This is an optimization exercise on Yosys and OpenROAD, whose aim is small area, a short achievable clock period and few clock cycles, not a production implementation. Only simulation tests tie the RTL to the original design; equivalence was not proved.

// gemv_top
module gemv_top (
    input  logic        clk,
    input  logic        rst,
    input  logic        start,
    input  logic [9:0]  rows,
    input  logic [9:0]  cols,
    input  logic        x_tile_valid,
    input  logic [63:0] x_tile_in,
    output logic        x_tile_ready,
    input  logic        bias_tile_valid,
    input  logic [63:0] bias_tile_in,
    output logic        bias_tile_ready,
    input  logic        w_valid,
    input  logic [63:0] w_tile_row_in,
    output logic        w_ready,
    output logic        y_tile_valid,
    output logic [63:0] y_tile_out,
    output logic [9:0]  y_tile_idx,
    input  logic        y_tile_ready,
    output logic        tile_done,
    output logic        done
);
Size: roughly 3400 flip-flops.
clock: 10.0 ns
lec_check: 0
cap_margin: 20
core_margin: 2
core_utilization: 55
cts_buf_list: sky130_fd_sc_hd__clkbuf_8 sky130_fd_sc_hd__clkbuf_16
cts_cluster_diameter: 55
cts_cluster_size: 30
slew_margin: 20
standard.sh (not shown) runs the stock make flow with config.mk's settings and CLKGATE_MAP_FILE= SYNTH_SCRIPT=/design/flow/synth_recipe.tcl, a recipe that flattens the netlist after the stock synthesis.
==> flow/flow/run.sh <==
#!/bin/bash
# Layout flow: the standard layout (standard.sh, standard synthesis
# unchanged), with timing repair aimed at a tighter setup slack than the flow
# settings allow, gate sizing not limited to cells of the same footprint, and
# the port buffers made with buf_1 (upsized by the repair where needed). The make output goes to flow_standard.log;
# ORFS's own step logs stay under orfs/logs.
set -euo pipefail
bash standard.sh SETUP_SLACK_MARGIN=6.4 MATCH_CELL_FOOTPRINT=0 \
    "BUFFER_PORTS_ARGS=-buffer_cell sky130_fd_sc_hd__buf_1" finish > flow_standard.log 2>&1
The baseline ran to the end with no violations.
Testbench counts at the start, summed over its fixed seeds: cycles 10,883.
Change:
--- a/flow/design.v
+++ b/flow/design.v
@@ -1124,19 +1124,16 @@
     logic [6:0]  qi;         
     logic [3:0]  tx;         
     logic [39:0] qe;
     logic        qv1, ql1;
     logic [2:0]  qs1;
     logic [31:0] qs, qc, qd, qf, qs_n, qc_n, qd_n, qf_n;
     logic        qv2, ql2;
     logic [2:0]  qs2;
-    logic        qv3, ql3;
-    logic [2:0]  qs3;
-    logic [7:0]  yb3;
     logic [63:0] asm_r;
     logic        acomp;
     logic [63:0] yout;
     logic [3:0]  yidx;
     logic        ylast;      
     function automatic [39:0] booth8(input [22:0] a);
         logic [24:0] ax;
         logic b3, b2, b1, b0;
@@ -1166,38 +1163,35 @@
     assign y_tile_out = yout;
     assign y_tile_idx = {6'd0, yidx};
     always_ff @(posedge clk) begin
         if (iss) qe <= booth8(head);
         qs <= qs_n;
         qc <= qc_n;
         qd <= qd_n;
         qf <= qf_n;
-        yb3 <= ybyte;
-        if (qv3) asm_r[8*qs3 +: 8] <= yb3;
+        if (qv2) asm_r[8*qs2 +: 8] <= ybyte;
         if (ymove) yout <= asm_r;
         qs1 <= qi[2:0];
         ql1 <= (qi[5:0] == rm1);
         qs2 <= qs1;
         ql2 <= ql1;
-        qs3 <= qs2;
-        ql3 <= ql2;
     end
     always_ff @(posedge clk or posedge rst) begin
         if (rst) begin
             busy <= 1'b0; cfg <= 1'b0;
             done <= 1'b0;
             xrdy <= 1'b0; wrdy <= 1'b0; brdy <= 1'b0; yvld <= 1'b0;
             kx <= '0; xall <= 1'b0;
             tw <= '0; rw <= '0; wact <= 1'b0; brd <= '0;
             iss <= 1'b0; sh <= 1'b0;
             v1 <= 1'b0; v2 <= 1'b0; rd3 <= 1'b0; rd4 <= 1'b0;
             mku <= 1'b0; dinit <= 1'b0; dcnt <= '0;
             qph <= 1'b0; ecnt <= '0; qi <= '0; tx <= '0;
-            qv1 <= 1'b0; qv2 <= 1'b0; qv3 <= 1'b0; acomp <= 1'b0;
+            qv1 <= 1'b0; qv2 <= 1'b0; acomp <= 1'b0;
         end else begin
             done <= 1'b0;
             cfg  <= 1'b0;
             if (~busy) begin
                 xrdy <= 1'b0; wrdy <= 1'b0; brdy <= 1'b0;
                 if (start) begin
                     busy <= 1'b1;
                     cfg  <= 1'b1;
@@ -1227,33 +1221,32 @@
                 else if (ecnt != 3'd0 && ecnt != 3'd5) ecnt <= ecnt + 3'd1;
                 if (ecnt == 3'd4) qph <= 1'b1;
                 qi  <= qi_n;
                 iss <= iss_n;
                 sh  <= (v2 & l2) | (ecnt == 3'd3) | iss_n;    
                 if (yf) tx <= tx + 4'd1;
                 yvld <= yvld_n;
                 if (ymove) acomp <= 1'b0;
-                if (qv3 & ((qs3 == 3'd7) | ql3)) acomp <= 1'b1;
+                if (qv2 & ((qs2 == 3'd7) | ql2)) acomp <= 1'b1;
                 if (yf & ylast) begin
                     busy <= 1'b0;
                     done <= 1'b1;
                 end
                 mku   <= kup;
                 dinit <= mku;
                 if (dinit) dcnt <= nit;
                 else if (dcnt != 5'd0) dcnt <= dcnt - 5'd1;
             end
             v1  <= wf;
             v2  <= v1;
             rd3 <= v2 & l2;
             rd4 <= rd3;
             qv1 <= iss;
             qv2 <= qv1;
-            qv3 <= qv2;
         end
     end
     always_ff @(posedge clk) begin
         if (~busy) begin
             cq <= cols[7:0];
             rq <= rows[6:0];
         end
         if (cfg) maxkey <= '0;
What happened:
- final cell count hardly moves
- via count hardly moves
- sequential share of layout area barely changes
- register-to-register slack degrades by 0.38 ns
- non-clock buffer count is higher by 17
- first-iteration DRC count increases by 3.1%
- die area barely changes
- routed wire length decreases by 1.2%
- worst hold slack stays flat
Testbench counts after the change, summed over its fixed seeds: cycles 10,859.

* * *

Setup of xenon:
Starting RTL as in the previous note.
==> flow/config.mk <==
export PLATFORM = sky130hd
export DESIGN_NAME = gemv_top
export DESIGN_NICKNAME = gemv_top
export VERILOG_FILES = /design/flow/design.v
export SDC_FILE = /design/flow/constraint.sdc
export NUM_CORES = 4
export LEC_CHECK = 0
export CAP_MARGIN = 20
export CORE_MARGIN = 2
export CORE_UTILIZATION = 55
export CTS_BUF_LIST = sky130_fd_sc_hd__clkbuf_8 sky130_fd_sc_hd__clkbuf_16
export CTS_CLUSTER_DIAMETER = 60
export CTS_CLUSTER_SIZE = 35
export SLEW_MARGIN = 20
==> flow/constraint.sdc <==
create_clock -name core_clock -period 10.0 [get_ports {clk}]
set_input_delay 2.0000 -clock core_clock [delete_from_list [all_inputs] [get_ports {clk}]]
set_output_delay 2.0000 -clock core_clock [all_outputs]
set_load 0.01 [all_outputs]
==> flow/flow/run.sh <==
#!/bin/bash
# Layout flow: the standard layout (standard.sh, standard synthesis
# unchanged), with timing repair aimed at a tighter setup slack than the flow
# settings allow, gate sizing not limited to cells of the same footprint, and
# the port buffers made with buf_1 (upsized by the repair where needed). The make output goes to flow_standard.log;
# ORFS's own step logs stay under orfs/logs.
set -euo pipefail
bash standard.sh SETUP_SLACK_MARGIN=6.65 MATCH_CELL_FOOTPRINT=0 \
    "BUFFER_PORTS_ARGS=-buffer_cell sky130_fd_sc_hd__buf_1" finish > flow_standard.log 2>&1
Testbench counts of xenon, summed over its fixed seeds: cycles 10,883.
--- input diff xenon..quartz ---
--- a/flow/design.v
+++ b/flow/design.v
@@ -1188,71 +1188,71 @@
             xrdy <= 1'b0; wrdy <= 1'b0; brdy <= 1'b0; yvld <= 1'b0;
             kx <= '0; xall <= 1'b0;
             tw <= '0; rw <= '0; wact <= 1'b0; brd <= '0;
             iss <= 1'b0; sh <= 1'b0;
             v1 <= 1'b0; v2 <= 1'b0; rd3 <= 1'b0; rd4 <= 1'b0;
             mku <= 1'b0; dinit <= 1'b0; dcnt <= '0;
             qph <= 1'b0; ecnt <= '0; qi <= '0; tx <= '0;
             qv1 <= 1'b0; qv2 <= 1'b0; qv3 <= 1'b0; acomp <= 1'b0;
         end else begin
             done <= 1'b0;
             cfg  <= 1'b0;
             if (~busy) begin
-                xrdy <= 1'b0; wrdy <= 1'b0; brdy <= 1'b0;
+                xrdy <= 1'b0; brdy <= 1'b0;
                 if (start) begin
                     busy <= 1'b1;
                     cfg  <= 1'b1;
                 end
             end else if (cfg) begin
                 xrdy <= 1'b1;
                 brdy <= 1'b1;
                 kx <= '0; xall <= 1'b0;
                 tw <= '0; rw <= '0; wact <= 1'b1; brd <= '0;
                 mku <= 1'b1;
                 qph <= 1'b0; ecnt <= '0; qi <= '0; tx <= '0;
                 acomp <= 1'b0;
                 iss <= 1'b0; sh <= 1'b0;
             end else begin
                 kx   <= kx + {4'd0, xf};
                 xall <= xall | (xf & (kx[3:0] == ntm1));
                 xrdy <= xrdy_n;
                 if (wf) begin
                     tw <= twi;
                     rw <= rwi;
                 end
                 wact <= wact & ~(wf & w_end);
-                wrdy <= wrdy_n;
                 brd  <= brd + {3'd0, bf};
                 brdy <= brdy_n;
                 if (wf & w_end) ecnt <= 3'd1;
                 else if (ecnt != 3'd0 && ecnt != 3'd5) ecnt <= ecnt + 3'd1;
                 if (ecnt == 3'd4) qph <= 1'b1;
                 qi  <= qi_n;
                 iss <= iss_n;
                 sh  <= (v2 & l2) | (ecnt == 3'd3) | iss_n;    
                 if (yf) tx <= tx + 4'd1;
-                yvld <= yvld_n;
                 if (ymove) acomp <= 1'b0;
                 if (qv3 & ((qs3 == 3'd7) | ql3)) acomp <= 1'b1;
                 if (yf & ylast) begin
                     busy <= 1'b0;
                     done <= 1'b1;
                 end
                 mku   <= kup;
                 dinit <= mku;
                 if (dinit) dcnt <= nit;
                 else if (dcnt != 5'd0) dcnt <= dcnt - 5'd1;
             end
             v1  <= wf;
             v2  <= v1;
+            wrdy <= busy & ~cfg & wrdy_n;    
+            yvld <= yvld_n;
             rd3 <= v2 & l2;
             rd4 <= rd3;
             qv1 <= iss;
             qv2 <= qv1;
             qv3 <= qv2;
         end
     end
     always_ff @(posedge clk) begin
         if (~busy) begin
             cq <= cols[7:0];
             rq <= rows[6:0];
         end
--- outcome ---
Total number of vias (lower): quartz. Looking at max-slew headroom at the worst pin across xenon and quartz, the one that comes out higher is quartz. Compared to xenon, quartz has worst setup slack after layout 0.031 ns lower. xenon reports its worst setup path endpoint as y_tile_valid while quartz reports bias_tile_ready. Against xenon, quartz comes in 0.77% lower on global-route wire length before repair.
Testbench counts of quartz, summed over its fixed seeds: cycles 10,883.

re-timing with driven ports:
How much do the figures lean on ideal ports? The routed layouts below were timed once more, with nothing changed but the port constraints. Step 1 assumes that a clkbuf_16 drives the clock port and a buf_2 every other input. Step 2 times the ports against the registers' clock, not the clock port: input delays grow and output delays shrink by t, the midpoint of the rising clock arrivals with the driver on. a / b / c = ideal ports / drivers / drivers and shift; a / b = the first two.
run	shift t [ns]	slack for setup (ns)	worst setup path at the end	pins driven straight from the clock port
the first run of note 1	0.948	6.494 / 6.406 / 6.103	input to register	1
the second run of note 1	0.929	6.148 / 6.148 / 6.147	input to register	1
xenon	0.936	6.517 / 6.427 / 6.120	input to register	1
quartz	0.925	6.486 / 6.392 / 6.313	input to register	1
After both steps every run listed still meets setup and hold. For xenon, which loses most, drivers alone change the setup slack by -0.090 ns; drivers and shift together by -0.397 ns.
